Background: an optimization exercise with open tools, aiming at small area. Do not read the settings as production practice. Only simulation tests tie the RTL to the original design; equivalence was not proved. No run shown here takes its clock network from TritonCTS; it comes from the design's own scripts or RTL. No driver is modelled on the clock port, so clock power and skew are understated where the tree is cut down; a real chip needs a root buffer or a tree. Power is estimated from default activity; no workload was simulated.

**flow/run.sh**
```bash
#!/bin/bash
# Own layout flow: the standard ORFS flow (standard.sh) with
#  - an area-oriented ABC script for the combinational logic (abc_area.script
#    here replaces ORFS's; registers are mapped exactly as in the standard
#    synthesis, before ABC runs),
#  - port buffers of the smallest buffer cell,
#  - a small two-level clock tree built by manual_cts.tcl in place of
#    TritonCTS: the clock port drives one root buffer, which drives a few leaf
#    buffers, each at the centre of a cluster of flip-flops.
# Each tool's output goes to the ORFS logs; make's output to standard.log.
set -e
HERE=$(pwd)
rm -rf "$HERE/scripts"
cp -r "$FLOW_HOME/scripts" "$HERE/scripts"
cp "$HERE/flow/abc_area.script" "$HERE/scripts/abc_area.script"
sed -i 's|^log_cmd clock_tree_synthesis {\*}\$cts_args|source $::env(MANUAL_CTS_TCL)|' "$HERE/scripts/cts.tcl"
grep -q MANUAL_CTS_TCL "$HERE/scripts/cts.tcl"
export SCRIPTS_DIR="$HERE/scripts"
export MANUAL_CTS_TCL="$HERE/flow/manual_cts.tcl"
export MANUAL_CTS_K=${MANUAL_CTS_K:-6}
export MANUAL_CTS_LEAF=${MANUAL_CTS_LEAF:-sky130_fd_sc_hd__clkbuf_8}
export MANUAL_CTS_ROOT=${MANUAL_CTS_ROOT:-sky130_fd_sc_hd__clkbuf_4}
export BUFFER_PORTS_ARGS="-buffer_cell sky130_fd_sc_hd__buf_1"
bash standard.sh > standard.log 2>&1
```
**flow/abc_area.script**
```
strash
balance
rewrite
refactor
balance
rewrite
rewrite -z
balance
refactor -z
rewrite -z
balance
dch -f
amap
topo
```
**flow/manual_cts.tcl**
```tcl
# Manual two-level clock tree: the clock port drives one root buffer, which
# drives K leaf buffers, each placed at the centroid of a k-means cluster of
# flip-flop clock pins. Env: CTS_K, CTS_LEAF, CTS_ROOT.
proc manual_cts {clkname K leafcell rootcell} {
  set block [ord::get_db_block]
  set db [ord::get_db]
  set clknet [$block findNet $clkname]
  set sinks {}
  foreach it [$clknet getITerms] {
    set bb [[$it getInst] getBBox]
    lappend sinks [list $it [expr ([$bb xMin]+[$bb xMax])/2] [expr ([$bb yMin]+[$bb yMax])/2]]
  }
  set n [llength $sinks]
  # k-means, initial centres spread over the sorted-by-x list
  set sorted [lsort -integer -index 1 $sinks]
  set cx {}; set cy {}
  for {set k 0} {$k < $K} {incr k} {
    set s [lindex $sorted [expr int(($k + 0.5) * $n / $K)]]
    lappend cx [lindex $s 1]; lappend cy [lindex $s 2]
  }
  for {set iter 0} {$iter < 50} {incr iter} {
    set assign {}
    foreach s $sinks {
      set best 0; set bd 1e30
      for {set k 0} {$k < $K} {incr k} {
        set d [expr abs([lindex $s 1]-[lindex $cx $k]) + abs([lindex $s 2]-[lindex $cy $k])]
        if {$d < $bd} {set bd $d; set best $k}
      }
      lappend assign $best
    }
    set nx {}; set ny {}
    for {set k 0} {$k < $K} {incr k} {
      set sx 0.0; set sy 0.0; set c 0
      foreach s $sinks a $assign { if {$a == $k} { set sx [expr $sx+[lindex $s 1]]; set sy [expr $sy+[lindex $s 2]]; incr c } }
      if {$c > 0} { lappend nx [expr int($sx/$c)]; lappend ny [expr int($sy/$c)] } else { lappend nx [lindex $cx $k]; lappend ny [lindex $cy $k] }
    }
    set cx $nx; set cy $ny
  }
  set rootm [$db findMaster $rootcell]
  set leafm [$db findMaster $leafcell]
  set root [odb::dbInst_create $block $rootm clkbuf_root]
  set rootnet [odb::dbNet_create $block clknet_root]
  $rootnet setSigType CLOCK
  [$root findITerm A] connect $clknet
  [$root findITerm X] connect $rootnet
  set rx 0; set ry 0
  for {set k 0} {$k < $K} {incr k} {
    set leaf [odb::dbInst_create $block $leafm clkbuf_leaf_$k]
    set net [odb::dbNet_create $block clknet_leaf_$k]
    $net setSigType CLOCK
    [$leaf findITerm A] connect $rootnet
    [$leaf findITerm X] connect $net
    foreach s $sinks a $assign {
      if {$a == $k} { set it [lindex $s 0]; $it disconnect; $it connect $net }
    }
    $leaf setLocation [lindex $cx $k] [lindex $cy $k]
    $leaf setPlacementStatus PLACED
    set rx [expr $rx + [lindex $cx $k]]; set ry [expr $ry + [lindex $cy $k]]
  }
  $root setLocation [expr $rx / $K] [expr $ry / $K]
  $root setPlacementStatus PLACED
}

manual_cts iTck $::env(MANUAL_CTS_K) $::env(MANUAL_CTS_LEAF) $::env(MANUAL_CTS_ROOT)
```
**standard.sh**
```bash
#!/bin/bash
# synth_recipe.tcl (not shown) runs the flow's synth.tcl, then flattens the netlist and writes it again
# the make line also repeats each setting of config.mk as NAME=value (left out here)
make -C /OpenROAD-flow-scripts/flow DESIGN_CONFIG=/design/flow/config.mk WORK_HOME=/design/flow/orfs CLKGATE_MAP_FILE= SYNTH_SCRIPT=/design/flow/synth_recipe.tcl "${@:-finish}"
```
**config.mk**
```make
export PLATFORM = sky130hd
export DESIGN_NAME = top
export DESIGN_NICKNAME = top
export VERILOG_FILES = /design/flow/design.v
export SDC_FILE = /design/flow/constraint.sdc
export NUM_CORES = 4
export LEC_CHECK = 0
export ABC_AREA = 1
export CAP_MARGIN = 20
export CORE_MARGIN = 2
export CORE_UTILIZATION = 75
export GPL_TIMING_DRIVEN = 0
export PLACE_DENSITY = 0.8
export SLEW_MARGIN = 20
```
**constraint.sdc**
```tcl
create_clock -name core_clock -period 8.0 [get_ports {iTck}]
set_input_delay 1.6000 -clock core_clock [delete_from_list [all_inputs] [get_ports {iTck}]]
set_output_delay 1.6000 -clock core_clock [all_outputs]
set_load 0.01 [all_outputs]
```
**design.v**
```verilog
module config_passer (
    input        CLK,
    input        RSTn,
    input        Empty,
    input  [7:0] Data,
    output [7:0] D7_D0,
    output       RINC,
    output       WrEn,
    output reg [2:0] RegAddr
);
reg [2:0] Count;
reg WrReg;
wire analyze = (Count == 3'd0);
always @(posedge CLK or negedge RSTn) begin
    if (~RSTn)
        Count <= 3'd0;
    else if (!analyze)
        Count <= Count - 3'd1;
    else if (!Empty)
        Count <= Data[2:0];
end
always @(posedge CLK or negedge RSTn) begin
    if (~RSTn)
        RegAddr <= 3'b0;
    else if (analyze && !Empty)
        RegAddr <= Data[5:3];
end
always @(posedge CLK) begin
    if (analyze)
        WrReg <= Data[7];
end
assign D7_D0 = Data;
assign RINC  = ~Empty;
assign WrEn  = WrReg & ~analyze;
endmodule
module fifo_top(
    input        iClk,
    input        iRstn,
    input  [7:0] iWDAT,
    input        iChg,       
    output       oEMPT,
    output [7:0] oRDAT
);
reg [2:0] t;
wire inc = ~t[2] | t[1] | t[0] | iChg;
always @(posedge iClk or negedge iRstn) begin
    if (!iRstn)
        t <= 3'd0;
    else
        t <= {t[2] | (t[1] & t[0]), t[1:0] + {1'b0, inc}};
end
reg [7:0] rdat;
always @(posedge iClk) begin
    if (!(t[2] & (t[1] | t[0])))
        rdat <= iWDAT;
end
assign oEMPT = ~t[2];
assign oRDAT = rdat;
endmodule
module jtag_top(
    input  iTck,
    input  iTrst,
    input  iTms,
    input  iTdi,
    input  iDesync,
    input  tdoHold,      
    output oTdo,         
    output oShift,       
    output oWrEn
);
localparam pTestLogicReset = 4'hF;
localparam pRunTestIdle    = 4'hC;
localparam pSelectDRScan   = 4'h7;
localparam pCaptureDR      = 4'h6;
localparam pShiftDR        = 4'h2;
localparam pExit1DR        = 4'h1;
localparam pPauseDR        = 4'h3;
localparam pExit2DR        = 4'h0;
localparam pUpdateDR       = 4'h5;
localparam pSelectIRScan   = 4'h4;
localparam pCaptureIR      = 4'hE;
localparam pShiftIR        = 4'hA;
localparam pExit1IR        = 4'h9;
localparam pPauseIR        = 4'hB;
localparam pExit2IR        = 4'h8;
localparam pUpdateIR       = 4'hD;
localparam IR_BYPASS = 2'd0;
localparam IR_IDCODE = 2'd1;
localparam IR_CONFIG = 2'd2;
localparam IR_NONE   = 2'd3;
reg [3:0] stN;                       
wire [3:0] st = ~stN;
reg [3:0] nxt;
always @(*) begin
    case (st)
        pTestLogicReset: nxt = iTms ? pTestLogicReset : pRunTestIdle;
        pRunTestIdle:    nxt = iTms ? pSelectDRScan   : pRunTestIdle;
        pSelectDRScan:   nxt = iTms ? pSelectIRScan   : pCaptureDR;
        pCaptureDR:      nxt = iTms ? pExit1DR        : pShiftDR;
        pShiftDR:        nxt = iTms ? pExit1DR        : pShiftDR;
        pExit1DR:        nxt = iTms ? pUpdateDR       : pPauseDR;
        pPauseDR:        nxt = iTms ? pExit2DR        : pPauseDR;
        pExit2DR:        nxt = iTms ? pUpdateDR       : pShiftDR;
        pUpdateDR:       nxt = iTms ? pSelectDRScan   : pRunTestIdle;
        pSelectIRScan:   nxt = iTms ? pTestLogicReset : pCaptureIR;
        pCaptureIR:      nxt = iTms ? pExit1IR        : pShiftIR;
        pShiftIR:        nxt = iTms ? pExit1IR        : pShiftIR;
        pExit1IR:        nxt = iTms ? pUpdateIR       : pPauseIR;
        pPauseIR:        nxt = iTms ? pExit2IR        : pPauseIR;
        pExit2IR:        nxt = iTms ? pUpdateIR       : pShiftIR;
        default:         nxt = iTms ? pSelectDRScan   : pRunTestIdle;  
    endcase
end
always @(posedge iTck or negedge iTrst) begin
    if (!iTrst)
        stN <= 4'h0;
    else
        stN <= ~nxt;
end
wire tlr   = (st == pTestLogicReset);
wire capdr = (st == pCaptureDR);
wire shdr  = (st == pShiftDR);
wire shir  = (st == pShiftIR);
reg [3:0] SIRn;                         
wire [3:0] SIR = ~SIRn;
wire sirShift = shir;                   
wire sirHold  = ~(shir | tlr);
always @(posedge iTck) begin
    SIRn <= ~(({4{sirShift}} & {iTdi, SIR[3:1]}) | ({4{sirHold}} & SIR) |
              {3'b000, tlr});
end
reg [1:0] IR;
always @(*) begin
    case (SIR)
        4'b0001: IR = IR_BYPASS;
        4'b0010: IR = IR_IDCODE;
        4'b0100: IR = IR_CONFIG;
        default: IR = IR_NONE;
    endcase
end
wire cfg = (IR == IR_CONFIG);
reg [31:0] IDCn;
wire [31:0] IDC = ~IDCn;
wire idcHold = ~(capdr | shdr);
always @(posedge iTck) begin
    IDCn <= ~(({32{shdr}} & {iTdi, IDC[31:1]}) | ({32{idcHold}} & IDC) |
              ({32{capdr}} & 32'h149511c3));
end
reg [7:0] SCFn;                         
wire [7:0] SCF = ~SCFn;
wire scfShift = shdr & cfg;             
wire scfHold  = ~(scfShift | tlr);
always @(posedge iTck) begin
    SCFn <= ~(({8{scfShift}} & {iTdi, SCF[7:1]}) | ({8{scfHold}} & SCF));
end
reg sync;
always @(posedge iTck) begin
    if (tlr)
        sync <= 1'b0;
    else if (SCF == 8'hF0)
        sync <= 1'b1;
    else if (iDesync)
        sync <= 1'b0;
end
reg [3:0] sftCnt;
always @(posedge iTck) begin
    if (tlr || !sync)
        sftCnt <= 4'd0;
    else if (shdr && cfg)
        sftCnt <= sftCnt + 4'd1;
end
assign oWrEn = shdr & cfg & sync & (&sftCnt);
reg drTdo;
always @(*) begin
    case (IR)
        IR_BYPASS: drTdo = IDC[31];
        IR_IDCODE: drTdo = IDC[0];
        IR_CONFIG: drTdo = SCF[0];
        default:   drTdo = tdoHold;
    endcase
end
assign oTdo   = shir ? SIR[0] : drTdo;
assign oShift = shir | shdr;
endmodule
module top(
    iTms,
    iTck,
    iTrst,
    iDesync,
    iTdi,
    oRINC,
    WrEn,
    regAddr,
    D7_D0,
    setDataReg_Latch
);
input iTms;
input iTck;
input iTrst;
input iDesync;
input iTdi;
output oRINC;
output WrEn;
output[2:0] regAddr;
output[7:0] D7_D0;
output[7:0] setDataReg_Latch;
wire oTdo;
wire oShift;
wire oWrEn;
wire oEMPT;
wire[7:0] oRDAT;
reg[7:0] setDataReg;
reg[7:0] setDataReg_Latch;
reg wrEnQ;
jtag_top jtag_top_inst(
    .iTck(iTck),
    .iTrst(iTrst),
    .iTms(iTms),
    .iTdi(iTdi),
    .iDesync(iDesync),
    .tdoHold(setDataReg[7]),
    .oTdo(oTdo),
    .oShift(oShift),
    .oWrEn(oWrEn)
);
fifo_top fifo_top_inst(
    .iClk(iTck),
    .iRstn(iTrst),
    .iWDAT(setDataReg_Latch),
    .iChg(wrEnQ),
    .oEMPT(oEMPT),
    .oRDAT(oRDAT)
);
config_passer config_passer_inst(
    .CLK(iTck),
    .RSTn(iTrst),
    .Empty(oEMPT),
    .Data(oRDAT),
    .D7_D0(D7_D0),
    .RINC(oRINC),
    .WrEn(WrEn),
    .RegAddr(regAddr)
);
always @(posedge iTck) begin
    if (oShift)
        setDataReg <= {oTdo, setDataReg[7:1]};
end
always @(posedge iTck or negedge iTrst) begin
    if(~iTrst)
        wrEnQ <= 1'b0;
    else
        wrEnQ <= oWrEn;
end
always @(posedge iTck or negedge iTrst) begin
    if(~iTrst)
        setDataReg_Latch <= 8'b0;
    else if(wrEnQ)
        setDataReg_Latch <= setDataReg;
end
endmodule
```
==> metrics.yaml, run 1 <==
synthDistinctLibCells: 25
rr_startpoint: "jtag_top_inst.stN[2]"
drc: 0
maxSlewHeadroom_pct: 41.9
ys_warn_count: 4
cts_resized: 0
cp.arrival_ns: 1.77
yosysSeqAreaShare_pct: 65.5
startpoint_type: "flop"
finalSetupViolCount: 0
core_sq_um: 4000
grt_pass1_vias: 1971
endpoint_kind: "primary output"
layout_min_cycle_time_ns: 3.37
nets: 323
outcome: "finished clean"
wirelength_mm: 5.59
gr-usage-all-layers_pct: 24.3
die_area_sq_um: 4690
drtPass1Iterations: 4
clock.fmax_mhz: 296
syn_area_per_cell_sq_um: 11.3
ir_drop_mv: 0.259
antenna_found_initial: 0
wl_met3_microns: 218
rsz0062_at_grt: "false"
hold_slack_ns: 0.413
worst_hold_path_type: "reg2reg"
slew_violations: 0
overflow: 0
ctsHoldBuffers: 0
routedWlPerCell_microns: 15.6
rr_endpoint: "jtag_top_inst.SCFn[7]"
r2r_cells: 8
antenna_left: 0
num_vias: 2144
area_growth_pct: 8.51
synth_largest_area_cell: "dfxtp_1"
post-dp-hpwl_mm: 3.97
vias_per_cell: 5.99
p_leak_nw: 1.31
post-route-util_pct: 84.6
setup_tns_ns: 0
mappedNetlistArea_sq_um: 3120
antenna_cells: 0
die_h_microns: 68.5
gp_congestion: 0.850
clk_pin_slew_worst_paths_ns: 0.11
crit_start: "config_passer_inst.Count[0]"
place_inst: 351
cellPowerDensity_nw_per_um2: 309
yosysTopAreaCellShare_pct: 31.5
syn-num-nets: 288
num_rows: 23
worst_slew_pin_slew_ns: 0.869
wl_met1_mm: 2.29
synth_cells: 275
layoutNonFillerInstCount: 358
mostFrequentLayoutCells: "dfxtp_1, nor2_1, clkinv_1, o22a_1, buf_1"
start_util_pct: 77.9
maxCapViolCount: 0
finalHoldViolCount: 0
synth_top_cells_by_area: "dfxtp_1, dfrtp_1, edfxtp_1"
die_w_microns: 68.5
r2r_setup_slack_ns: 4.64
drive_above_1_share_pct: 3.25
min_period_over_period_pct: 42.2
crit_path_max_fanout: 6
critPathCapture: "WrEn"
critPathKind: "reg2out"
io_buffer_count: 25
first_iter_violations: 132
cts_setup_buffers: 0
grt_max_degree: 33
highest_layer: "met4"
fill_cells: 229
final-seq-area_sq_um: 2040
multiInputGateArea_sq_um: 962
ios: 26
synth-seq-cells: 88
fin_skew_ns: 0.0428
wl_met2_mm: 2.93
total_power_w: 0.00105
required_ns: 6.40
layout_commonest_cell: "dfxtp_1"
grt_pass1_wl_mm: 8.67
insertion_delay_ns: 0.42
[state kept, by name, summed over array words and instances, names as in the netlist, 3 cells and up]
register	flops
fifo_top_inst.rdat	8
setDataReg	8
fifo_top_inst.t	3
setDataReg_Latch	8
jtag_top_inst.SCFn	8
config_passer_inst.RegAddr	3
jtag_top_inst.SIRn	4
jtag_top_inst.stN	4
jtag_top_inst.sftCnt	4
config_passer_inst.Count	3
jtag_top_inst.IDCn	32
[cell type report]
| class | instances | area share, % |
|---|---|---|
| well taps | 50 | 1.85 |
| multi-input cells | 156 | 28.4 |
| repair buffers | 26 | 3.25 |
| flip-flops and latches | 88 | 60.4 |
| plain buffers | 7 | 2.66 |
| inverters | 31 | 3.44 |
[per-layer routing]
| layer | up-vias | track usage (%) |
|---|---|---|
| met5 | - | 0 |
| met2 | 49 | 46.0 |
| met1 | 1031 | 29.1 |
| met4 | 0 | 6.50 |
| met3 | 15 | 2.47 |
| li1 | 1049 | - |
[cells by family (layout without fill, tap and decap cells)]
logic type / after synthesis / in the layout / share of synthesized area [%]
AOI/OAI and AO/OA: 65 / 65 / 16.0
adders and majority gates: 8 / 8 / 3.21
buffers and inverters: 31 / 64 / 3.73
DFF: 88 / 88 / 65.5
and+or+nand+nor: 83 / 83 / 11.6
[how the worst min path moves through the flow]
| stage | from | to | cells past startpoint |
|---|---|---|---|
| 3_3_place_gp | fifo_top_inst.rdat[7] | config_passer_inst.WrReg | 0 |
| 5_1_grt | setDataReg[2] | setDataReg[1] | 0 |
| 2_1_floorplan | jtag_top_inst.IDCn[0] | jtag_top_inst.IDCn[0] | 2 |
| 6_report | setDataReg[7] | setDataReg[6] | 0 |
| 3_5_place_dp | setDataReg[7] | setDataReg[6] | 0 |
| 4_1_cts | fifo_top_inst.rdat[7] | config_passer_inst.WrReg | 0 |
[cells in the mapped netlist]
library cell  count
nor2_1           49
o22a_1           27
a31oi_1           2
nor4_1            4
or2_0             2
clkinv_1         31
nand4_1           1
a22oi_1           3
o32ai_1           3
o21ai_0           3
a221oi_1          1
edfxtp_1         17
nand3_1           1
and3_1            2
a22o_1            8
a21oi_1          11
a211oi_1          3
dfrtp_1          22
nor2b_1           3
nor3_1           14
nand2_1           7
ha_1              8
dfxtp_1          49
o22ai_1           2
a311oi_1          2
[critical path: stages (launching register included)]
cell and delay, ns:
dfrtp_1 0.39, clkinv_1 0.09, ha_1 0.21, nor2b_1 0.42, nor2b_1 0.10, buf_1 0.15
[stage by stage]
step	worst slack (ns)	area (sq um)
global placement	4.74	3270
CTS	4.66	3380
finish	4.63	3380
global route	4.26	3380
floorplan	5.38	3120
detailed placement	4.67	3290
[where the power goes]
part,internal [W],total (W),switching (W)
Combinational,0.0000920,0.000218,0.000126
Sequential,0.000567,0.000633,0.0000660
Clock,0.0000730,0.000195,0.000122
Total,0.000732,0.00105,0.000314
==> run 2, diff against run 1 <==
--- a/flow/run.sh
+++ b/flow/run.sh
@@ -8,3 +8,3 @@
 #    TritonCTS: the clock port drives one root buffer, which drives a few leaf
-#    buffers, each at the centre of a cluster of flip-flops.
+#    buffers, each driving an equal share of the flip-flops.
 # Each tool's output goes to the ORFS logs; make's output to standard.log.
@@ -19,5 +19,5 @@
 export MANUAL_CTS_TCL="$HERE/flow/manual_cts.tcl"
-export MANUAL_CTS_K=${MANUAL_CTS_K:-6}
-export MANUAL_CTS_LEAF=${MANUAL_CTS_LEAF:-sky130_fd_sc_hd__clkbuf_8}
-export MANUAL_CTS_ROOT=${MANUAL_CTS_ROOT:-sky130_fd_sc_hd__clkbuf_4}
+export MANUAL_CTS_K=${MANUAL_CTS_K:-8}
+export MANUAL_CTS_LEAF=${MANUAL_CTS_LEAF:-sky130_fd_sc_hd__buf_4}
+export MANUAL_CTS_ROOT=${MANUAL_CTS_ROOT:-sky130_fd_sc_hd__buf_2}
 export BUFFER_PORTS_ARGS="-buffer_cell sky130_fd_sc_hd__buf_1"
==> flow/manual_cts.tcl (replaced) <==
# Manual two-level clock tree. The clock port drives one root buffer, which
# drives K leaf buffers. The flip-flops are split into K groups of nearly equal
# size by recursive bisection along the longer side of each group's bounding
# box; each leaf buffer drives one group and is placed at the group's centre.
proc cts_split {sinks K} {
  if {$K <= 1} { return [list $sinks] }
  set xs {}; set ys {}
  foreach s $sinks { lappend xs [lindex $s 1]; lappend ys [lindex $s 2] }
  set xs [lsort -integer $xs]; set ys [lsort -integer $ys]
  set w [expr [lindex $xs end] - [lindex $xs 0]]
  set h [expr [lindex $ys end] - [lindex $ys 0]]
  set idx [expr {$w >= $h ? 1 : 2}]
  set sorted [lsort -integer -index $idx $sinks]
  set k1 [expr $K / 2]
  set n [llength $sorted]
  set n1 [expr int(round(double($n) * $k1 / $K))]
  set a [lrange $sorted 0 [expr $n1 - 1]]
  set b [lrange $sorted $n1 end]
  return [concat [cts_split $a $k1] [cts_split $b [expr $K - $k1]]]
}

proc manual_cts {clkname K leafcell rootcell} {
  set block [ord::get_db_block]
  set db [ord::get_db]
  set clknet [$block findNet $clkname]
  set sinks {}
  foreach it [$clknet getITerms] {
    set bb [[$it getInst] getBBox]
    lappend sinks [list $it [expr ([$bb xMin]+[$bb xMax])/2] [expr ([$bb yMin]+[$bb yMax])/2]]
  }
  set groups [cts_split $sinks $K]
  set rootm [$db findMaster $rootcell]
  set leafm [$db findMaster $leafcell]
  set root [odb::dbInst_create $block $rootm clkbuf_root]
  set rootnet [odb::dbNet_create $block clknet_root]
  $rootnet setSigType CLOCK
  [$root findITerm A] connect $clknet
  [$root findITerm X] connect $rootnet
  set rx 0; set ry 0; set k 0
  foreach g $groups {
    set leaf [odb::dbInst_create $block $leafm clkbuf_leaf_$k]
    set net [odb::dbNet_create $block clknet_leaf_$k]
    $net setSigType CLOCK
    [$leaf findITerm A] connect $rootnet
    [$leaf findITerm X] connect $net
    set sx 0; set sy 0
    foreach s $g {
      set it [lindex $s 0]; $it disconnect; $it connect $net
      incr sx [lindex $s 1]; incr sy [lindex $s 2]
    }
    set cx [expr $sx / [llength $g]]; set cy [expr $sy / [llength $g]]
    $leaf setLocation $cx $cy
    $leaf setPlacementStatus PLACED
    incr rx $cx; incr ry $cy; incr k
  }
  $root setLocation [expr $rx / $k] [expr $ry / $k]
  $root setPlacementStatus PLACED
}

manual_cts iTck $::env(MANUAL_CTS_K) $::env(MANUAL_CTS_LEAF) $::env(MANUAL_CTS_ROOT)
==> run 2 against run 1 <==
Die area stayed put. Sequential share of layout area is 0.45 points higher. Cell count is 0.56% higher. Still clean. Critical path type unchanged. Clock skew is 0.037 ns lower. First-iteration DRC count is 9.8% lower. Worst setup slack worse by 0.023 ns. Cell area is 0.74% lower.
==> metrics.yaml, run 2 <==
worst_slew_pin_slew_ns: 0.918  # was 0.869 ns
r2r_cells: 8  # unchanged
maxSlewHeadroom_pct: 38.6  # was 41.9%
drive_above_1_share_pct: 3.87  # was 3.25%
worst_hold_path_type: "reg2reg"  # unchanged
wirelength_mm: 5.58  # was 5.59 mm
cp.arrival_ns: 1.80  # was 1.77 ns
first_iter_violations: 119  # was 132
endpoint_kind: "primary output"  # unchanged
crit_chain: "clkinv_1, ha_1, nor2b_1, nor2b_1, buf_1"  # unchanged
ys_async_sr_fraction_pct: 25.0  # unchanged
crit_start: "config_passer_inst.Count[0]"  # unchanged
p_leak_nw: 1.30  # was 1.31 nW
slowest_stage: "nor2b_1"  # unchanged
grt_pass1_wl_mm: 8.70  # was 8.67 mm
min_period_over_period_pct: 42.5  # was 42.2%
rr_endpoint: "jtag_top_inst.SCFn[7]"  # unchanged
num_vias: 2146  # was 2144
antenna_cells: 0  # unchanged
die_w_microns: 68.5  # unchanged
synth_cells: 275  # unchanged
cts_resized: 0  # unchanged
synth-seq-cells: 88  # unchanged
maxCapViolCount: 0  # unchanged
finalHoldViolCount: 0  # unchanged
clock.fmax_mhz: 294  # was 296 MHz
required_ns: 6.40  # about the same
synthDistinctLibCells: 25  # unchanged
antenna_found_initial: 0  # unchanged
die_h_microns: 68.5  # unchanged
start_util_pct: 77.9  # unchanged
yosysTopAreaCellShare_pct: 31.5  # unchanged
ios: 26  # unchanged
ir_drop_mv: 0.275  # was 0.259 mV
finalSetupViolCount: 0  # unchanged
num_rows: 23  # unchanged
slew_violations: 0  # unchanged
grtUsageMet3_pct: 2.80  # was 2.47%
outcome: "finished clean"  # unchanged
crit_path_max_fanout: 6  # unchanged
post-dp-hpwl_mm: 3.97  # unchanged
synth_ff_type: "dfxtp_1"  # unchanged
vias_per_cell: 5.96  # was 5.99
ctsHoldBuffers: 0  # unchanged
clk_pin_slew_worst_paths_ns: 0.10  # was 0.11 ns
die_area_sq_um: 4690  # unchanged
r2r_setup_slack_ns: 4.63  # was 4.64 ns
synth_largest_area_cell: "dfxtp_1"  # unchanged
final-seq-area_sq_um: 2040  # unchanged
critPathCapture: "WrEn"  # unchanged
crit_top_cell: "nor2b_1"  # unchanged
core_sq_um: 4000  # unchanged
critPathKind: "reg2out"  # unchanged
mostFrequentLayoutCells: "dfxtp_1, nor2_1, clkinv_1, o22a_1, buf_1"  # unchanged
routedWlPerCell_microns: 15.5  # was 15.6 microns
layout_min_cycle_time_ns: 3.40  # was 3.37 ns
rsz0062_at_grt: "false"  # unchanged
insertion_delay_ns: 0.43  # was 0.42 ns
multiInputGateArea_sq_um: 962  # unchanged
drc: 0  # unchanged
startpoint_type: "flop"  # unchanged
synth_edf_count: 17  # unchanged
synthTopCellsByCount: "dfxtp_1, nor2_1, clkinv_1, o22a_1, dfrtp_1"  # unchanged
fill_cells: 236  # was 229
layout_commonest_cell: "dfxtp_1"  # unchanged
rr_startpoint: "jtag_top_inst.stN[2]"  # unchanged
busiest_layer: "met2"  # unchanged
overflow: 0  # unchanged
cts_setup_buffers: 0  # unchanged
use_met2_pct: 45.1  # was 46.0%
top_register: "jtag_top_inst.IDCn"  # unchanged
synth_top_cells_by_area: "dfxtp_1, dfrtp_1, edfxtp_1"  # unchanged
antenna_left: 0  # unchanged
use_met1_pct: 29.5  # was 29.1%
largest_reg_flops: 32  # unchanged
fin_skew_ns: 0.00602  # was 0.0428 ns
gr-usage-all-layers_pct: 24.4  # was 24.3%
max_stage_delay_ns: 0.43  # was 0.42 ns
nets: 325  # was 323
drtPass1Iterations: 4  # unchanged
cellPowerDensity_nw_per_um2: 305  # was 309 nW/um^2
mappedNetlistArea_sq_um: 3120  # unchanged
post-route-util_pct: 84.0  # was 84.6%
grt_pass1_vias: 1984  # was 1971
setup_tns_ns: 0  # unchanged
ys_warn_count: 4  # unchanged
yosysSeqAreaShare_pct: 65.5  # unchanged
syn_area_per_cell_sq_um: 11.3  # unchanged
syn-num-nets: 288  # unchanged
area_growth_pct: 7.70  # was 8.51%
io_buffer_count: 25  # unchanged
gp_congestion: 0.850  # unchanged
grt_max_degree: 33  # unchanged
==> run 2: cells by family after synthesis <==
group	share of synthesized area, %
and+or+nand+nor	11.6
adders and majority gates	3.21
DFF	65.5
AOI/OAI and AO/OA	16.0
buffers and inverters	3.73
==> run 2: cell type report <==
| type | instances | area share (%) |
|---|---|---|
| buffer | 9 | 1.94 |
| inverter | 31 | 3.46 |
| multi-input combinational | 156 | 28.7 |
| sequential | 88 | 60.8 |
| tap | 50 | 1.86 |
| timing repair buffer | 26 | 3.28 |
==> run 2: worst min path at each step <==
stage,startpoint,endpoint,slack (ns),depth (start not counted)
2_1_floorplan,jtag_top_inst.IDCn[0],jtag_top_inst.IDCn[0],0.42,2
3_3_place_gp,fifo_top_inst.rdat[7],config_passer_inst.WrReg,0.44,0
3_5_place_dp,setDataReg[7],setDataReg[6],0.44,0
4_1_cts,fifo_top_inst.rdat[7],config_passer_inst.WrReg,0.44,0
5_1_grt,fifo_top_inst.rdat[7],config_passer_inst.WrReg,0.48,0
6_report,setDataReg[7],setDataReg[6],0.46,0
==> run 2: per-stage QoR <==
step	setup WS, ns	cell area (sq um)	hold WS, ns	total power (W)	instances
2_1_floorplan	5.38	3120	0.425	0.000793	275
3_3_place_gp	4.74	3270	0.437	0.000830	350
3_5_place_dp	4.67	3290	0.437	0.000858	351
4_1_cts	4.69	3360	0.438	0.000990	360
5_1_grt	4.30	3360	0.476	0.00109	360
6_report	4.60	3360	0.456	0.00102	360
==> run 2: metal layers <==
metal / wire length (microns) / vias to the layer above
met4: 146 / 0
met2: 2850 / 60
met3: 239 / 14
li1: - / 1052
met1: 2340 / 1020
met5: 0 / -
==> run 2: worst max-delay path: cells and delay by family, from the launching register on <==
kind,cells,cell delay [ns]
flops,1,0.38
buf+inv,2,0.24
simple gates,2,0.53
fa+ha+maj,1,0.22
==> run 2: report_power, final <==
group | internal, W | leakage, nW | switching, W
clock network | 0.0000539 | 0.0424 | 0.000120
logic | 0.0000920 | 0.378 | 0.000125
registers | 0.000567 | 0.883 | 0.0000657
==> run 3, diff against run 2 <==
--- a/config.mk
+++ b/config.mk
@@ -8,3 +8,3 @@
 export ABC_AREA = 1
-export CAP_MARGIN = 20
+export CAP_MARGIN = 0
 export CORE_MARGIN = 2
@@ -13,2 +13,2 @@
 export PLACE_DENSITY = 0.8
-export SLEW_MARGIN = 20
+export SLEW_MARGIN = 0
==> run 3 against run 2 <==
Cell count increased by 0.28%. Wire length up 0.86%. Sequential share of layout area is 0.18 points lower. Sequential cell count unchanged. Largest cell class unchanged. Highest routed layer unchanged.
==> metrics.yaml, run 3 <==
multiInputGateArea_sq_um: 962  # unchanged
outcome: "finished clean"  # unchanged
final-seq-area_sq_um: 2040  # unchanged
cp_num_buf_inv: 2  # unchanged
cpLargestDelayFamily: "simple AND/OR/NAND/NOR gates"  # unchanged
cts_resized: 0  # unchanged
drive_above_1_share_pct: 3.86  # was 3.87%
setup_tns_ns: 0  # unchanged
antenna_cells: 0  # unchanged
ys_warn_count: 4  # unchanged
routedWlPerCell_microns: 15.6  # was 15.5 microns
vias_per_cell: 5.96  # about the same
syn-num-nets: 288  # unchanged
yosysSeqAreaShare_pct: 65.5  # unchanged
synth_edf_count: 17  # unchanged
crit_top_cell: "nor2b_1"  # unchanged
nets: 326  # was 325
rsz0062_at_grt: "false"  # unchanged
worst_hold_path_type: "reg2reg"  # unchanged
ir_drop_mv: 0.267  # was 0.275 mV
gp_congestion: 0.850  # unchanged
insertion_delay_ns: 0.43  # about the same
synthDistinctLibCells: 25  # unchanged
grt_pass1_wl_mm: 8.56  # was 8.70 mm
cts_setup_buffers: 0  # unchanged
layoutNonFillerInstCount: 361  # was 360
worst_slew_pin_slew_ns: 0.868  # was 0.918 ns
clk_pin_slew_worst_paths_ns: 0.10  # about the same
grt_pass1_vias: 1973  # was 1984
finalHoldViolCount: 0  # unchanged
die_h_microns: 68.5  # unchanged
synth_ff_type: "dfxtp_1"  # unchanged
maxSlewHeadroom_pct: 41.9  # was 38.6%
mostFrequentLayoutCells: "dfxtp_1, nor2_1, clkinv_1, o22a_1, buf_1"  # unchanged
synth-seq-cells: 88  # unchanged
largest_reg_flops: 32  # unchanged
start_util_pct: 77.9  # unchanged
finalSetupViolCount: 0  # unchanged
num_vias: 2152  # was 2146
slew_violations: 0  # unchanged
drtPass1Iterations: 4  # unchanged
wirelength_mm: 5.63  # was 5.58 mm
ctsHoldBuffers: 0  # unchanged
area_growth_pct: 8.03  # was 7.70%
first_iter_violations: 108  # was 119
fill_cells: 225  # was 236
layout_commonest_cell: "dfxtp_1"  # unchanged
grt_max_degree: 33  # unchanged
antenna_found_initial: 0  # unchanged
top_register: "jtag_top_inst.IDCn"  # unchanged
cp.arrival_ns: 1.77  # was 1.80 ns
endpoint_kind: "primary output"  # unchanged
synthTopCellsByCount: "dfxtp_1, nor2_1, clkinv_1, o22a_1, dfrtp_1"  # unchanged
core_sq_um: 4000  # unchanged
crit_path_max_fanout: 6  # unchanged
layout_min_cycle_time_ns: 3.37  # was 3.40 ns
syn_area_per_cell_sq_um: 11.3  # unchanged
ys_async_sr_fraction_pct: 25.0  # unchanged
die_w_microns: 68.5  # unchanged
cellPowerDensity_nw_per_um2: 304  # was 305 nW/um^2
fin_skew_ns: 0.00984  # was 0.00602 ns
mappedNetlistArea_sq_um: 3120  # unchanged
post-dp-hpwl_mm: 4.01  # was 3.97 mm
antenna_left: 0  # unchanged
overflow: 0  # unchanged
ios: 26  # unchanged
synth_largest_area_cell: "dfxtp_1"  # unchanged
required_ns: 6.40  # about the same
gr-usage-all-layers_pct: 24.0  # was 24.4%
io_buffer_count: 25  # unchanged
maxCapViolCount: 0  # unchanged
min_period_over_period_pct: 42.1  # was 42.5%
synth_cells: 275  # unchanged
die_area_sq_um: 4690  # unchanged
p_leak_nw: 1.31  # was 1.30 nW
slowest_stage: "nor2b_1"  # unchanged
num_rows: 23  # unchanged
synth_top_cells_by_area: "dfxtp_1, dfrtp_1, edfxtp_1"  # unchanged
crit_chain: "clkinv_1, ha_1, nor2b_1, nor2b_1, buf_1"  # unchanged
yosysTopAreaCellShare_pct: 31.5  # unchanged
critPathKind: "reg2out"  # unchanged
startpoint_type: "flop"  # unchanged
clock.fmax_mhz: 297  # was 294 MHz
place_inst: 351  # unchanged
max_stage_delay_ns: 0.41  # was 0.43 ns
drc: 0  # unchanged
-- run 3: cell counts after synthesis --
Identical to the previous run, type by type.
-- run 3: where the power goes --
group | switching, W | internal [W]
Sequential | 0.0000658 | 0.000567
Clock | 0.000120 | 0.0000539
Combinational | 0.000126 | 0.0000924
Total | 0.000311 | 0.000713
-- run 3: logic make-up (layout without fill, tap and decap cells) --
family / count (synthesis) / in the layout / share of synthesized area, %
compound gates: 65 / 65 / 16.0
simple gates: 83 / 83 / 11.6
flops: 88 / 88 / 65.5
buf+inv: 31 / 67 / 3.73
fa+ha+maj: 8 / 8 / 3.21
-- run 3: area by class of cell --
cell class                      instances  share of cell area (%)
Buffer                                  9                    1.93
Sequential cell                        88                    60.6
Timing Repair Buffer                   27                    3.57
Inverter                               31                    3.45
Multi-Input combinational cell        156                    28.6
Tap cell                               50                    1.86
-- run 3: worst paths after layout --
kind | startpoint | end | slack, ns | cells after the start
hold reg to reg | fifo_top_inst.rdat[7] | config_passer_inst.WrReg | 0.46 | 0
setup reg to reg | jtag_top_inst.stN[2] | jtag_top_inst.SCFn[7] | 4.65 | 8
setup / recovery | config_passer_inst.Count[0] | WrEn | 4.63 | 5
min in group asynchronous | iTrst | config_passer_inst.Count[2] | 1.07 | 1
max in group asynchronous | iTrst | setDataReg_Latch[7] | 6.43 | 2
hold / removal | fifo_top_inst.rdat[7] | config_passer_inst.WrReg | 0.46 | 0
-- run 3: metal layers --
metal	wire length [microns]	GRT usage (%)
met3	175	1.97
met1	2390	28.9
met4	188	8.75
met5	0	0
met2	2870	44.5
-- run 3: through the flow --
stage          total power (W)  area, sq um  setup slack [ns]  utilization, %  hold WS [ns]
3_3_place_gp          0.000830         3270              4.74            81.9         0.437
4_1_cts               0.000990         3360              4.69            83.9         0.438
2_1_floorplan         0.000793         3120              5.38               -         0.425
6_report               0.00102         3370              4.63            84.2         0.456
3_5_place_dp          0.000858         3290              4.70            82.3         0.437
5_1_grt                0.00109         3370              4.30            84.2         0.466
==> run 4, diff against run 3 <==
==> flow/abc_area.script (replaced) <==
strash
&get -n
&deepsyn -T 30
&put
dch -f
amap
topo
--- a/config.mk
+++ b/config.mk
@@ -8,3 +8,3 @@
 export ABC_AREA = 1
-export CAP_MARGIN = 0
+export CAP_MARGIN = 20
 export CORE_MARGIN = 2
@@ -13,2 +13,2 @@
 export PLACE_DENSITY = 0.8
-export SLEW_MARGIN = 0
+export SLEW_MARGIN = 20
==> run 4 against run 3 <==
Sequential share of layout area rose by 1.2 points. Critical path depth rose by 4. Global-route usage fell by 0.15 points. Still clean on timing, DRC and antenna. Clock power hardly changed. Worst hold slack got worse by 0.018 ns. Die area shrank 1.4%. Total power down 6.5%. Cell count shrank 3.0%. Largest cell class unchanged. Critical endpoint is now jtag_top_inst.SCFn[6]. Sequential power down 4.3%. Fmax is 10% lower. Worst setup slack worse by 0.39 ns. Combinational power fell by 18%.
==> metrics.yaml, run 4 <==
outcome: "finished clean"  # unchanged
insertion_delay_ns: 0.42  # was 0.43 ns
start_util_pct: 77.3  # was 77.9%
synth_ff_type: "dfxtp_1"  # unchanged
multiInputGateArea_sq_um: 897  # was 962 sq um
drc: 0  # unchanged
critPathKind: "reg2reg"  # was reg2out
rsz0062_at_grt: "false"  # unchanged
cellPowerDensity_nw_per_um2: 290  # was 304 nW/um^2
num_rows: 23  # unchanged
die_w_microns: 68.0  # was 68.5 microns
min_period_over_period_pct: 47.0  # was 42.1%
area_growth_pct: 7.62  # was 8.03%
synth_cells: 265  # was 275
ys_async_sr_fraction_pct: 25.0  # unchanged
clock.fmax_mhz: 266  # was 297 MHz
yosysMostFrequentCell: "dfxtp_1"
dpl-instance-area_sq_um: 3240  # was 3290 sq um
cp.arrival_ns: 4.13  # was 1.77 ns
grt_pass1_wl_mm: 8.50  # was 8.56 mm
antenna_found_initial: 0  # unchanged
top_register: "jtag_top_inst.IDCn"  # unchanged
finalSetupViolCount: 0  # unchanged
largest_reg_flops: 32  # unchanged
num_vias: 2020  # was 2152
synth_edf_count: 17  # unchanged
p_leak_nw: 1.32  # was 1.31 nW
clk_pin_slew_worst_paths_ns: 0.10  # about the same
max_stage_delay_ns: 0.64  # was 0.41 ns
cts_setup_buffers: 0  # unchanged
setup_tns_ns: 0  # unchanged
drive_above_1_share_pct: 3.67  # was 3.86%
slew_violations: 0  # unchanged
final-seq-area_sq_um: 2040  # unchanged
crit_chain: "clkinv_1, nand2_1, nor2_1, buf_6, nand2_1, nor2_1, clkinv_1, o21ai_0, o22a_1"  # was clkinv_1, ha_1, nor2b_1, nor2b_1, buf_1
cp_num_buf_inv: 3  # was 2
maxCapViolCount: 0  # unchanged
gr-usage-all-layers_pct: 23.9  # was 24.0%
die_area_sq_um: 4620  # was 4690 sq um
synthDistinctLibCells: 29  # was 25
design_area_sq_um: 3300  # was 3370 sq um
synthTopCellsByCount: "dfxtp_1, clkinv_1, nor2_1, dfrtp_1, o22a_1"  # was dfxtp_1, nor2_1, clkinv_1, o22a_1, dfrtp_1
slowest_stage: "nor2_1"  # was nor2b_1
yosysTopAreaCellShare_pct: 31.9  # was 31.5%
vias_per_cell: 5.77  # was 5.96
syn_area_per_cell_sq_um: 11.6  # was 11.3 sq um
maxSlewHeadroom_pct: 36.2  # was 41.9%
startpoint_type: "flop"  # unchanged
synth-seq-cells: 88  # unchanged
grt_max_degree: 33  # unchanged
crit_path_max_fanout: 32  # was 6
gp_congestion: 0.817  # was 0.850
post-dp-hpwl_mm: 3.84  # was 4.01 mm
ios: 26  # unchanged
yosysSeqAreaShare_pct: 66.5  # was 65.5%
routedWlPerCell_microns: 15.0  # was 15.6 microns
layout_min_cycle_time_ns: 3.76  # was 3.37 ns
finalHoldViolCount: 0  # unchanged
fin_skew_ns: 0.00770  # was 0.00984 ns
nets: 315  # was 326
synth_largest_area_cell: "dfxtp_1"  # unchanged
antenna_cells: 0  # unchanged
antenna_left: 0  # unchanged
ir_drop_mv: 0.256  # was 0.267 mV
required_ns: 8.37  # was 6.40 ns
first_iter_violations: 110  # was 108
syn-num-nets: 278  # was 288
die_h_microns: 68.0  # was 68.5 microns
ys_warn_count: 4  # unchanged
cpLargestDelayFamily: "simple AND/OR/NAND/NOR gates"  # unchanged
core_sq_um: 3970  # was 4000 sq um
wirelength_mm: 5.25  # was 5.63 mm
io_buffer_count: 25  # unchanged
total_power_w: 0.000957  # was 0.00102 W
cts_resized: 0  # unchanged
worst_slew_pin_slew_ns: 0.955  # was 0.868 ns
ctsHoldBuffers: 0  # unchanged
mostFrequentLayoutCells: "dfxtp_1, clkinv_1, nor2_1, buf_1, dfrtp_1"  # was dfxtp_1, nor2_1, clkinv_1, o22a_1, buf_1
layout_commonest_cell: "dfxtp_1"  # unchanged
overflow: 0  # unchanged
drtPass1Iterations: 4  # unchanged
mappedNetlistArea_sq_um: 3070  # was 3120 sq um
worst_hold_path_type: "reg2reg"  # unchanged
grt_pass1_vias: 1926  # was 1973
synth_top_cells_by_area: "dfxtp_1, dfrtp_1, edfxtp_1"  # unchanged
endpoint_kind: "flop"  # was primary output
fill_cells: 234  # was 225
run 4: cell types whose count changed after synthesis, sizes merged, moves of 2 or more:
cell | before | now
nor2 | 49 | 26
nand2 | 7 | 13
a31oi | 2 | 5
clkinv | 31 | 35
nor4 | 4 | 1
o22ai | 2 | 5
o21ai | 3 | 13
nor3 | 14 | 3
a21oi | 11 | 17
a32oi | 0 | 2
o22a | 27 | 20
run 4: cell families after synthesis:
family	Yosys count	share of synthesized area, %
buf+inv	35	4.28
flops	88	66.5
fa+ha+maj	8	3.26
simple gates	54	7.78
compound gates	80	18.2
run 4: tightest hold or removal path, cell delays in order, from the launching register on:
cell      delay, ns
dfxtp_1        0.31
clkinv_1       0.04
a21oi_1        0.05
run 4: layout make-up:
class | instances | share of cell area [%]
multi-input cells | 142 | 27.1
well taps | 50 | 1.89
repair buffers | 26 | 3.22
inverters | 35 | 3.98
flip-flops and latches | 88 | 61.8
plain buffers | 9 | 1.97
run 4: routing by layer:
metal,track usage [%],up-vias,part of all wire (%)
met3,1.97,12,3.7
met4,4.25,0,1.8
met2,44.3,42,51
met1,30.8,946,44
li1,-,1020,-
met5,0,-,0
run 4: final timing paths:
path	endpoint	cells past startpoint	from	slack, ns
worst min register to register	jtag_top_inst.IDCn[21]	2	jtag_top_inst.IDCn[21]	0.44
worst max register to register	jtag_top_inst.SCFn[6]	9	jtag_top_inst.stN[1]	4.24
max in group asynchronous	setDataReg_Latch[4]	1	iTrst	6.54
min in group asynchronous	config_passer_inst.Count[2]	1	iTrst	1.12
worst max-delay path	jtag_top_inst.SCFn[6]	9	jtag_top_inst.stN[1]	4.24
worst min-delay path	jtag_top_inst.IDCn[21]	2	jtag_top_inst.IDCn[21]	0.44
run 4: per-stage QoR:
stage / hold WS (ns) / setup WS (ns) / std cells / utilization (%)
after CTS: 0.429 / 4.26 / 350 / 83.2
after global placement: 0.421 / 3.84 / 340 / 81.3
final: 0.439 / 4.24 / 350 / 83.2
after floorplan: 0.415 / 4.88 / 265 / -
after global routing: 0.477 / 3.73 / 350 / 83.2
after detailed placement: 0.428 / 4.27 / 341 / 81.6
run 4: power by group:
| part | leakage [nW] | internal [W] | switching, W |
|---|---|---|---|
| Clock | 0.0424 | 0.0000540 | 0.000118 |
| Combinational | 0.393 | 0.0000717 | 0.000108 |
| Sequential | 0.882 | 0.000552 | 0.0000534 |
| Total | 1.32 | 0.000678 | 0.000279 |
==> run 5, diff against run 4 <==
--- a/flow/run.sh
+++ b/flow/run.sh
@@ -5,2 +5,4 @@
 #    synthesis, before ABC runs),
+#  - no separate mapping of adders to half/full adder cells (ADDER_MAP_FILE
+#    empty), so that ABC maps the small counters together with their logic,
 #  - port buffers of the smallest buffer cell,
@@ -18,2 +20,3 @@
 export SCRIPTS_DIR="$HERE/scripts"
+export ADDER_MAP_FILE=
 export MANUAL_CTS_TCL="$HERE/flow/manual_cts.tcl"
==> run 5 against run 4 <==
Still clean. Worst setup slack better by 0.64 ns. Sequential power is 3% higher. Clock power hardly changed. Wire length is 7.0% lower. Global-route usage is 0.54 points lower. Fmax is 21% higher. Cell area is 4.0% lower. Worst hold slack better by 0.026 ns. Die area is 3.9% lower. Synthesized cell count is 8.7% lower. Cell count is 7.4% lower. Critical path type is now reg2out. Largest power group unchanged.
==> metrics.yaml, run 5 <==
yosysSeqAreaShare_pct: 69.4  # was 66.5%
antenna_cells: 0  # unchanged
layout_setup_ws_ns: 4.88  # was 4.24 ns
design_area_sq_um: 3170  # was 3300 sq um
mostFrequentLayoutCells: "dfxtp_1, o22a_1, clkinv_1, buf_1, dfrtp_1"  # was dfxtp_1, clkinv_1, nor2_1, buf_1, dfrtp_1
top_register: "jtag_top_inst.IDCn"  # unchanged
die_w_microns: 66.7  # was 68.0 microns
cts_resized: 0  # unchanged
startpoint_type: "flop"  # unchanged
ys_warn_count: 4  # unchanged
yosysMostFrequentCell: "dfxtp_1"  # unchanged
fill_cells: 195  # was 234
vias_per_cell: 5.87  # was 5.77
post-dp-hpwl_mm: 3.48  # was 3.84 mm
maxCapViolCount: 0  # unchanged
nets: 283  # was 315
insertion_delay_ns: 0.43  # was 0.42 ns
synth_cells: 242  # was 265
r2r_cells: 12  # was 9
cellPowerDensity_nw_per_um2: 315  # was 290 nW/um^2
endpoint_kind: "primary output"  # was flop
dpl-instance-area_sq_um: 3110  # was 3240 sq um
overflow: 0  # unchanged
routedWlPerCell_microns: 15.1  # was 15.0 microns
synth_edf_count: 17  # unchanged
finalHoldViolCount: 0  # unchanged
finalSetupViolCount: 0  # unchanged
pwr-share-comb_pct: 20.3  # was 18.7%
synth_ff_type: "dfxtp_1"  # unchanged
crit_chain: "or2_0, nor2_1, nor2b_1, buf_1"  # was clkinv_1, nand2_1, nor2_1, buf_6, nand2_1, nor2_1, clkinv_1, o21ai_0, o22a_1
setup_tns_ns: 0  # unchanged
critPathCapture: "WrEn"  # was jtag_top_inst.SCFn[6]
min_period_over_period_pct: 39.0  # was 47.0%
clock.fmax_mhz: 321  # was 266 MHz
gr-usage-all-layers_pct: 23.3  # was 23.9%
core_sq_um: 3720  # was 3970 sq um
rr_endpoint: "jtag_top_inst.sftCnt[3]"  # was jtag_top_inst.SCFn[6]
post-route-util_pct: 85.4  # was 83.2%
io_buffer_count: 25  # unchanged
critPathKind: "reg2out"  # was reg2reg
fin_skew_ns: 0.00817  # was 0.00770 ns
multiInputGateArea_sq_um: 778  # was 897 sq um
first_iter_violations: 88  # was 110
cp.depth: 4  # was 9
p_sw_share_pct: 29.6  # was 29.2%
syn-num-nets: 247  # was 278
crit_start: "config_passer_inst.Count[0]"  # was jtag_top_inst.stN[1]
outcome: "finished clean"  # unchanged
crit_path_max_fanout: 4  # was 32
syn_area_per_cell_sq_um: 12.2  # was 11.6 sq um
yosysTopAreaCellShare_pct: 33.3  # was 31.9%
area_growth_pct: 7.73  # was 7.62%
grt_max_degree: 35  # was 33
cpLargestDelayFamily: "simple AND/OR/NAND/NOR gates"  # unchanged
max_stage_delay_ns: 0.40  # was 0.64 ns
die_h_microns: 66.7  # was 68.0 microns
ir_drop_mv: 0.225  # was 0.256 mV
slew_violations: 0  # unchanged
layout_min_cycle_time_ns: 3.12  # was 3.76 ns
ctsHoldBuffers: 0  # unchanged
num_rows: 22  # was 23
start_util_pct: 79.2  # was 77.3%
drtPass1Iterations: 4  # unchanged
synthTopCellsByCount: "dfxtp_1, o22a_1, clkinv_1, dfrtp_1, edfxtp_1"  # was dfxtp_1, clkinv_1, nor2_1, dfrtp_1, o22a_1
synth_largest_area_cell: "dfxtp_1"  # unchanged
synthDistinctLibCells: 28  # was 29
synth-seq-cells: 88  # unchanged
drc: 0  # unchanged
r2r_setup_slack_ns: 4.91  # was 4.24 ns
place_ws_ns: 4.89  # was 4.27 ns
drive_above_1_share_pct: 3.99  # was 3.67%
final-seq-area_sq_um: 2040  # unchanged
p_clk_share_pct: 17.4  # was 18.0%
grt_pass1_vias: 1867  # was 1926
largest_reg_flops: 32  # unchanged
num_vias: 1901  # was 2020
gp_congestion: 0.830  # was 0.817
cp.arrival_ns: 1.52  # was 4.13 ns
rr_startpoint: "jtag_top_inst.stN[0]"  # was jtag_top_inst.stN[1]
p_leak_nw: 1.22  # was 1.32 nW
die_area_sq_um: 4440  # was 4620 sq um
grt_pass1_wl_mm: 8.14  # was 8.50 mm
antenna_found_initial: 0  # unchanged
seqPwrFrac_pct: 62.3  # was 63.3%
worst_hold_path_type: "reg2reg"  # unchanged
slowest_stage: "dfrtp_1"  # was nor2_1
ys_async_sr_fraction_pct: 25.0  # unchanged
cts_setup_buffers: 0  # unchanged
cp_num_buf_inv: 1  # was 3
worst_slew_pin_slew_ns: 0.979  # was 0.955 ns
ios: 26  # unchanged
wirelength_mm: 4.88  # was 5.25 mm
rsz0062_at_grt: "false"  # unchanged
hold_slack_ns: 0.465  # was 0.439 ns
maxSlewHeadroom_pct: 34.6  # was 36.2%
layout_commonest_cell: "dfxtp_1"  # unchanged
netSwitchingPower_w: 0.000296  # was 0.000279 W
antenna_left: 0  # unchanged
power.internal_w: 0.000704  # was 0.000678 W
required_ns: 6.40  # was 8.37 ns
mappedNetlistArea_sq_um: 2940  # was 3070 sq um
clk_pin_slew_worst_paths_ns: 0.09  # was 0.10 ns
synth_top_cells_by_area: "dfxtp_1, dfrtp_1, edfxtp_1"  # unchanged
## run 5: changes by cell type in the layout (fill, tap and decap cells not counted), moves of 3 or more
cell / change
o21ai_0: -7
a22o_1: -7
nand2_1: -5
o22a_1: +17
ha_1: -8
o22ai_1: +11
a21oi_1: -11
a31oi_1: -3
nor2_1: -12
## run 5: area by class of cell
cell class,instances,area share (%)
multi-input cells,119,24.5
flip-flops and latches,88,64.4
well taps,48,1.89
plain buffers,9,2.05
repair buffers,25,3.00
inverters,35,4.14
## run 5: cell families (layout without fill, tap and decap cells)
| group | after synthesis | count (layout) | share of synthesized area [%] |
|---|---|---|---|
| AND/OR/NAND/NOR | 43 | 43 | 6.97 |
| AO/OA/AOI/OAI | 76 | 76 | 19.2 |
| buffers and inverters | 35 | 69 | 4.46 |
| flip-flops | 88 | 88 | 69.4 |
## run 5: stage by stage
step | power, W | std cells
floorplan | 0.000775 | 242
global placement | 0.000811 | 315
detailed placement | 0.000835 | 315
CTS | 0.000968 | 324
global route | 0.00106 | 324
finish | 0.00100 | 324
## run 5: power groups by stage
stage,Combinational (W),Sequential [W],Clock (W)
floorplan,0.000161,0.000614,0
global placement,0.000186,0.000625,0
detailed placement,0.000204,0.000631,0
CTS,0.000205,0.000633,0.000130
global route,0.000229,0.000635,0.000196
finish,0.000203,0.000623,0.000174
## run 5: worst min-delay path by stage
stage | startpoint | to | cells past startpoint
2_1_floorplan | jtag_top_inst.sftCnt[3] | jtag_top_inst.sftCnt[3] | 1
3_3_place_gp | fifo_top_inst.rdat[7] | config_passer_inst.WrReg | 0
3_5_place_dp | setDataReg[4] | setDataReg[3] | 0
4_1_cts | setDataReg[6] | setDataReg[5] | 0
5_1_grt | setDataReg[1] | setDataReg[0] | 0
6_report | setDataReg[6] | setDataReg[5] | 0
## run 5: routing by layer
metal  part of all wire [%]  global-route usage, %  wire length (microns)
met1                     44                   28.4                   2130
met2                     50                   43.9                   2440
met3                    4.6                   3.04                    224
met4                    1.9                   5.10                     93
met5                      0                      0                      0
==> run 6, diff against run 5 <==
--- a/design.v
+++ b/design.v
@@ -166,3 +166,3 @@
 always @(posedge iTck) begin
-    if (tlr || !sync)
+    if (!sync)
         sftCnt <= 4'd0;
==> run 6 against run 5 <==
Global-route usage increased by 0.53 points. Die area is 0.12% lower. Sequential power is 0.6% lower. Clock power barely moved. Still clean on timing, DRC and antenna. Register-to-register slack better by 0.04 ns. Critical path type unchanged. Wire length grew 2.8%. Worst hold slack is essentially flat. Synthesized area down 0.13%. Critical path depth unchanged. Via count fell by 1.2%. Total power down 0.53%. Clock skew up 0.0019 ns.
==> metrics.yaml, run 6 <==
cp.depth: 4  # unchanged
endpoint_kind: "primary output"  # unchanged
maxCapViolCount: 0  # unchanged
synth_edf_count: 17  # unchanged
slew_violations: 0  # unchanged
layout_setup_ws_ns: 4.77  # was 4.88 ns
power.internal_w: 0.000703  # was 0.000704 W
antenna_found_initial: 0  # unchanged
start_util_pct: 79.1  # was 79.2%
design_area_sq_um: 3180  # was 3170 sq um
nets: 279  # was 283
cpLargestDelayFamily: "simple AND/OR/NAND/NOR gates"  # unchanged
drc: 0  # unchanged
r2r_cells: 12  # unchanged
ys_async_sr_fraction_pct: 25.0  # unchanged
gp_congestion: 0.821  # was 0.830
dpl-instance-area_sq_um: 3110  # about the same
die_area_sq_um: 4440  # about the same
layoutNonFillerInstCount: 320  # was 324
cellPowerDensity_nw_per_um2: 313  # was 315 nW/um^2
required_ns: 6.40  # about the same
antenna_left: 0  # unchanged
ios: 26  # unchanged
top_register: "jtag_top_inst.IDCn"  # unchanged
num_rows: 22  # unchanged
mappedNetlistArea_sq_um: 2940  # about the same
ctsHoldBuffers: 0  # unchanged
p_leak_nw: 1.22  # about the same
ir_drop_mv: 0.264  # was 0.225 mV
syn_area_per_cell_sq_um: 12.4  # was 12.2 sq um
min_period_over_period_pct: 40.3  # was 39.0%
yosysMostFrequentCell: "dfxtp_1"  # unchanged
synth_ff_type: "dfxtp_1"  # unchanged
wirelength_mm: 5.02  # was 4.88 mm
grt_max_degree: 33  # was 35
area_growth_pct: 8.09  # was 7.73%
p_clk_share_pct: 17.7  # was 17.4%
critPathKind: "reg2out"  # unchanged
outcome: "finished clean"  # unchanged
synthDistinctLibCells: 27  # was 28
clk_pin_slew_worst_paths_ns: 0.10  # was 0.09 ns
yosysSeqAreaShare_pct: 69.4  # about the same
cp_num_buf_inv: 1  # unchanged
max_stage_delay_ns: 0.41  # was 0.40 ns
layout_min_cycle_time_ns: 3.23  # was 3.12 ns
cts_setup_buffers: 0  # unchanged
worstHoldPathCells: 2  # was 0
maxSlewHeadroom_pct: 32.2  # was 34.6%
slowest_stage: "dfrtp_1"  # unchanged
overflow: 0  # unchanged
post-dp-hpwl_mm: 3.50  # was 3.48 mm
core_sq_um: 3720  # unchanged
worst_slew_pin_slew_ns: 1.01  # was 0.979 ns
largest_reg_flops: 32  # unchanged
cp.arrival_ns: 1.63  # was 1.52 ns
routedWlPerCell_microns: 15.7  # was 15.1 microns
drtPass1Iterations: 4  # unchanged
crit_chain: "or2_0, nor2_1, nor2b_1, buf_1"  # unchanged
io_buffer_count: 25  # unchanged
setup_tns_ns: 0  # unchanged
netSwitchingPower_w: 0.000291  # was 0.000296 W
worst_hold_path_type: "reg2reg"  # unchanged
synth_cells: 237  # was 242
synth_largest_area_cell: "dfxtp_1"  # unchanged
clock.fmax_mhz: 310  # was 321 MHz
rsz0062_at_grt: "false"  # unchanged
grt_pass1_wl_mm: 8.20  # was 8.14 mm
fill_cells: 204  # was 195
cts_resized: 0  # unchanged
synth_top_cells_by_area: "dfxtp_1, dfrtp_1, edfxtp_1"  # unchanged
fin_skew_ns: 0.0100  # was 0.00817 ns
finalSetupViolCount: 0  # unchanged
vias_per_cell: 5.87  # about the same
first_iter_violations: 72  # was 88
synthTopCellsByCount: "dfxtp_1, o22a_1, clkinv_1, dfrtp_1, edfxtp_1"  # unchanged
mostFrequentLayoutCells: "dfxtp_1, o22a_1, clkinv_1, buf_1, dfrtp_1"  # unchanged
layout_commonest_cell: "dfxtp_1"  # unchanged
num_vias: 1879  # was 1901
antenna_cells: 0  # unchanged
insertion_delay_ns: 0.45  # was 0.43 ns
gr-usage-all-layers_pct: 23.8  # was 23.3%
finalHoldViolCount: 0  # unchanged
die_h_microns: 66.6  # was 66.7 microns
p_sw_share_pct: 29.3  # was 29.6%
drive_above_1_share_pct: 4.41  # was 3.99%
die_w_microns: 66.6  # was 66.7 microns
total_power_w: 0.000994  # was 0.00100 W
place_inst: 311  # was 315
pwr-share-comb_pct: 20.1  # was 20.3%
syn-num-nets: 242  # was 247
ys_warn_count: 4  # unchanged
seqPwrFrac_pct: 62.2  # was 62.3%
startpoint_type: "flop"  # unchanged
yosysTopAreaCellShare_pct: 33.4  # was 33.3%
grt_pass1_vias: 1841  # was 1867
synth-seq-cells: 88  # unchanged
place_ws_ns: 5.06  # was 4.89 ns
crit_path_max_fanout: 4  # unchanged
-- run 6: power groups by stage --
stage | Clock [W] | Sequential [W] | Combinational, W
floorplan | 0 | 0.000611 | 0.000156
global route | 0.000196 | 0.000632 | 0.000224
global placement | 0 | 0.000622 | 0.000180
detailed placement | 0 | 0.000627 | 0.000198
finish | 0.000176 | 0.000619 | 0.000200
CTS | 0.000130 | 0.000629 | 0.000200
-- run 6: path summary, 6_finish.rpt --
kind                                        startpoint                       endpoint  slack, ns
max                        config_passer_inst.Count[0]                           WrEn       4.77
max in group asynchronous                        iTrst            setDataReg_Latch[7]       6.57
min                             jtag_top_inst.IDCn[26]         jtag_top_inst.IDCn[26]       0.47
max reg2reg                       jtag_top_inst.stN[0]        jtag_top_inst.sftCnt[3]       4.95
min reg2reg                     jtag_top_inst.IDCn[26]         jtag_top_inst.IDCn[26]       0.47
min in group asynchronous                        iTrst  config_passer_inst.RegAddr[0]       1.10
-- run 6: final cells by class --
class / count / area (sq um) / area share, %
sequential: 88 / 2040 / 64.3
multi-input combinational: 114 / 769 / 24.2
inverter: 35 / 131 / 4.13
timing repair buffer: 26 / 110 / 3.46
buffer: 9 / 65.1 / 2.05
tap: 48 / 60.1 / 1.89
-- run 6: cells by family after synthesis --
kind of cell / count (synthesis) / share of synthesized area [%]
buf+inv: 35 / 4.47
simple gates: 37 / 6.17
flops: 88 / 69.4
compound gates: 77 / 19.9
-- run 6: worst reg2reg max path: stages, from the launching register on --
cell	delay (ns)
dfrtp_1	0.41
clkinv_1	0.06
or2_0	0.23
nor2_1	0.21
nand2_1	0.25
nand2b_1	0.15
or2_0	0.25
nor2b_1	0.32
clkinv_1	0.32
nor2b_1	0.27
and3_1	0.24
o21ai_0	0.08
a21oi_1	0.18
-- run 6: per-stage QoR --
stage          hold slack [ns]  util, %
2_1_floorplan            0.414        -
3_3_place_gp             0.426     83.3
3_5_place_dp             0.452     83.8
4_1_cts                  0.454     85.5
5_1_grt                  0.489     85.5
6_report                 0.465     85.5
-- run 6: per-layer routing --
layer	wire, microns	share of wire (%)	GRT usage [%]	up-vias
li1	-	-	-	939
met1	2200	44	29.4	892
met2	2510	50	44.5	35
met3	187	3.7	2.87	13
met4	121	2.4	5.61	0
met5	0	0	0	-
==> run 7, diff against run 6 <==
==> flow/abc_area.script (replaced) <==
strash
&get -n
&deepsyn -T 30
&dch -f
&nf -R 1000
&put
topo
==> run 7 against run 6 <==
Sequential power is 1% higher. Wire length rose by 0.52%. Die area fell by 0.85%. Synthesized cell count shrank 8.9%. Core utilization down 0.48 points. Via count shrank 0.90%. Critical path type unchanged. Largest power group unchanged.
==> metrics.yaml, run 7 <==
outcome: "finished clean"  # unchanged
drtPass1Iterations: 4  # unchanged
p_clk_share_pct: 17.6  # was 17.7%
mostFrequentLayoutCells: "dfxtp_1, o22a_1, buf_1, dfrtp_1, edfxtp_1"  # was dfxtp_1, o22a_1, clkinv_1, buf_1, dfrtp_1
synth_cells: 216  # was 237
ctsHoldBuffers: 0  # unchanged
grtUsageMet3_pct: 2.56  # was 2.87%
p_leak_nw: 1.29  # was 1.22 nW
area_growth_pct: 7.64  # was 8.09%
netSwitchingPower_w: 0.000284  # was 0.000291 W
io_buffer_count: 25  # unchanged
antenna_left: 0  # unchanged
endpoint_kind: "primary output"  # unchanged
design_area_sq_um: 3140  # was 3180 sq um
vias_per_cell: 6.25  # was 5.87
ir_drop_mv: 0.209  # was 0.264 mV
ios: 26  # unchanged
cts_resized: 0  # unchanged
finalHoldViolCount: 0  # unchanged
min_period_over_period_pct: 39.8  # was 40.3%
num_rows: 22  # unchanged
clk_pin_slew_worst_paths_ns: 0.10  # about the same
place_inst: 289  # was 311
grt_pass1_vias: 1871  # was 1841
rsz0062_at_grt: "false"  # unchanged
start_util_pct: 79.0  # was 79.1%
critPathKind: "reg2out"  # unchanged
use_met1_pct: 33.4  # was 29.4%
yosysTopAreaCellShare_pct: 33.7  # was 33.4%
first_iter_violations: 144  # was 72
ys_warn_count: 4  # unchanged
nets: 257  # was 279
die_h_microns: 66.3  # was 66.6 microns
antenna_found_initial: 0  # unchanged
insertion_delay_ns: 0.42  # was 0.45 ns
top_register: "jtag_top_inst.IDCn"  # unchanged
busiest_layer: "met2"  # unchanged
syn_area_per_cell_sq_um: 13.5  # was 12.4 sq um
cellPowerDensity_nw_per_um2: 314  # was 313 nW/um^2
slew_violations: 0  # unchanged
synth-seq-cells: 88  # unchanged
synth_largest_area_cell: "dfxtp_1"  # unchanged
mappedNetlistArea_sq_um: 2910  # was 2940 sq um
clock.fmax_mhz: 314  # was 310 MHz
die_w_microns: 66.3  # was 66.6 microns
synth_top_cells_by_area: "dfxtp_1, dfrtp_1, edfxtp_1"  # unchanged
layout_commonest_cell: "dfxtp_1"  # unchanged
pwr-share-comb_pct: 19.0  # was 20.1%
fill_cells: 189  # was 204
core_sq_um: 3690  # was 3720 sq um
synth_ff_type: "dfxtp_1"  # unchanged
gp_congestion: 0.749  # was 0.821
num_vias: 1862  # was 1879
crit_path_max_fanout: 5  # was 4
ys_async_sr_fraction_pct: 25.0  # unchanged
yosysSeqAreaShare_pct: 70.1  # was 69.4%
cp.arrival_ns: 1.58  # was 1.63 ns
setup_tns_ns: 0  # unchanged
layout_min_cycle_time_ns: 3.18  # was 3.23 ns
power.internal_w: 0.000701  # was 0.000703 W
synthTopCellsByCount: "dfxtp_1, o22a_1, dfrtp_1, edfxtp_1, nand2_1"  # was dfxtp_1, o22a_1, clkinv_1, dfrtp_1, edfxtp_1
seqPwrFrac_pct: 63.4  # was 62.2%
routedWlPerCell_microns: 16.9  # was 15.7 microns
largest_reg_flops: 32  # unchanged
dpl-instance-area_sq_um: 3070  # was 3110 sq um
worst_slew_pin_slew_ns: 0.866  # was 1.01 ns
yosysMostFrequentCell: "dfxtp_1"  # unchanged
drive_above_1_share_pct: 4.40  # was 4.41%
gr-usage-all-layers_pct: 24.7  # was 23.8%
maxSlewHeadroom_pct: 42.2  # was 32.2%
grt_max_degree: 23  # was 33
==> run 7: cell count changes after synthesis, sizes merged, moves of 3 or more <==
cell    before  now
clkinv      35    6
o22ai       16    2
o22a        41   28
a22o         1   12
mux2         0   11
nand2        7   13
o21ai        6   11
a21oi        4    8
nand3        1    4
==> run 7: layout make-up <==
cell class,count,area [sq um],share of cell area (%)
multi-input combinational,122,852,27.2
tap,48,60.1,1.91
timing repair buffer,25,95.1,3.03
inverter,6,22.5,0.718
buffer,9,65.1,2.07
sequential,88,2040,65.1
==> run 7: cells by family (layout without fill, tap and decap cells) <==
logic type,count (synthesis),count (layout),synth area share (%)
compound gates,66,66,17.1
simple gates,43,43,7.17
flops,88,88,70.1
buf+inv,6,40,0.773
xor+xnor,1,1,0.301
mux,12,12,4.59
==> run 7: worst max-delay path, cell delays in order (launching register included) <==
cell and delay, ns:
dfrtp_1 0.39, or2_0 0.27, nor2_1 0.30, nor2b_1 0.08
buf_1 0.13
==> run 7: worst paths after layout <==
path | to | depth (start not counted) | startpoint | slack [ns]
hold / removal | setDataReg[1] | 0 | setDataReg[2] | 0.45
setup / recovery | WrEn | 4 | config_passer_inst.Count[1] | 4.82
setup reg to reg | jtag_top_inst.sftCnt[3] | 9 | jtag_top_inst.stN[0] | 5.56
max in group asynchronous | setDataReg_Latch[7] | 1 | iTrst | 6.49
min in group asynchronous | wrEnQ | 1 | iTrst | 1.15
hold reg to reg | setDataReg[1] | 0 | setDataReg[2] | 0.45
==> run 7: per-stage QoR <==
step	utilization, %	hold WS, ns	total power [W]	setup WS, ns
final	85.0	0.452	0.000985	4.82
after global routing	85.0	0.477	0.00104	4.68
after CTS	85.0	0.435	0.000950	5.26
after detailed placement	83.2	0.442	0.000815	5.27
after global placement	83.2	0.425	0.000785	5.33
after floorplan	-	0.414	0.000757	5.48
==> run 7: per-layer routing <==
metal	wire (microns)	share of wire, %
met5	0	0
met4	65	1.3
met3	243	4.8
met2	2540	50
met1	2200	44
==> run 7: power by group through the flow <==
stage,Clock (W),Combinational [W],Sequential [W]
2_1_floorplan,0,0.000147,0.000610
3_3_place_gp,0,0.000165,0.000620
3_5_place_dp,0,0.000184,0.000632
4_1_cts,0.000130,0.000187,0.000633
5_1_grt,0.000193,0.000208,0.000636
6_report,0.000173,0.000187,0.000625

Re-timed with assumed drivers on the ports (clkbuf_16 on the clock, buf_2 on other inputs), run 7 has 4.792 ns of setup slack against 4.817 ns with ideal ports, and 5.230 ns once port delays also move by the mid clock arrival of 0.438 ns.
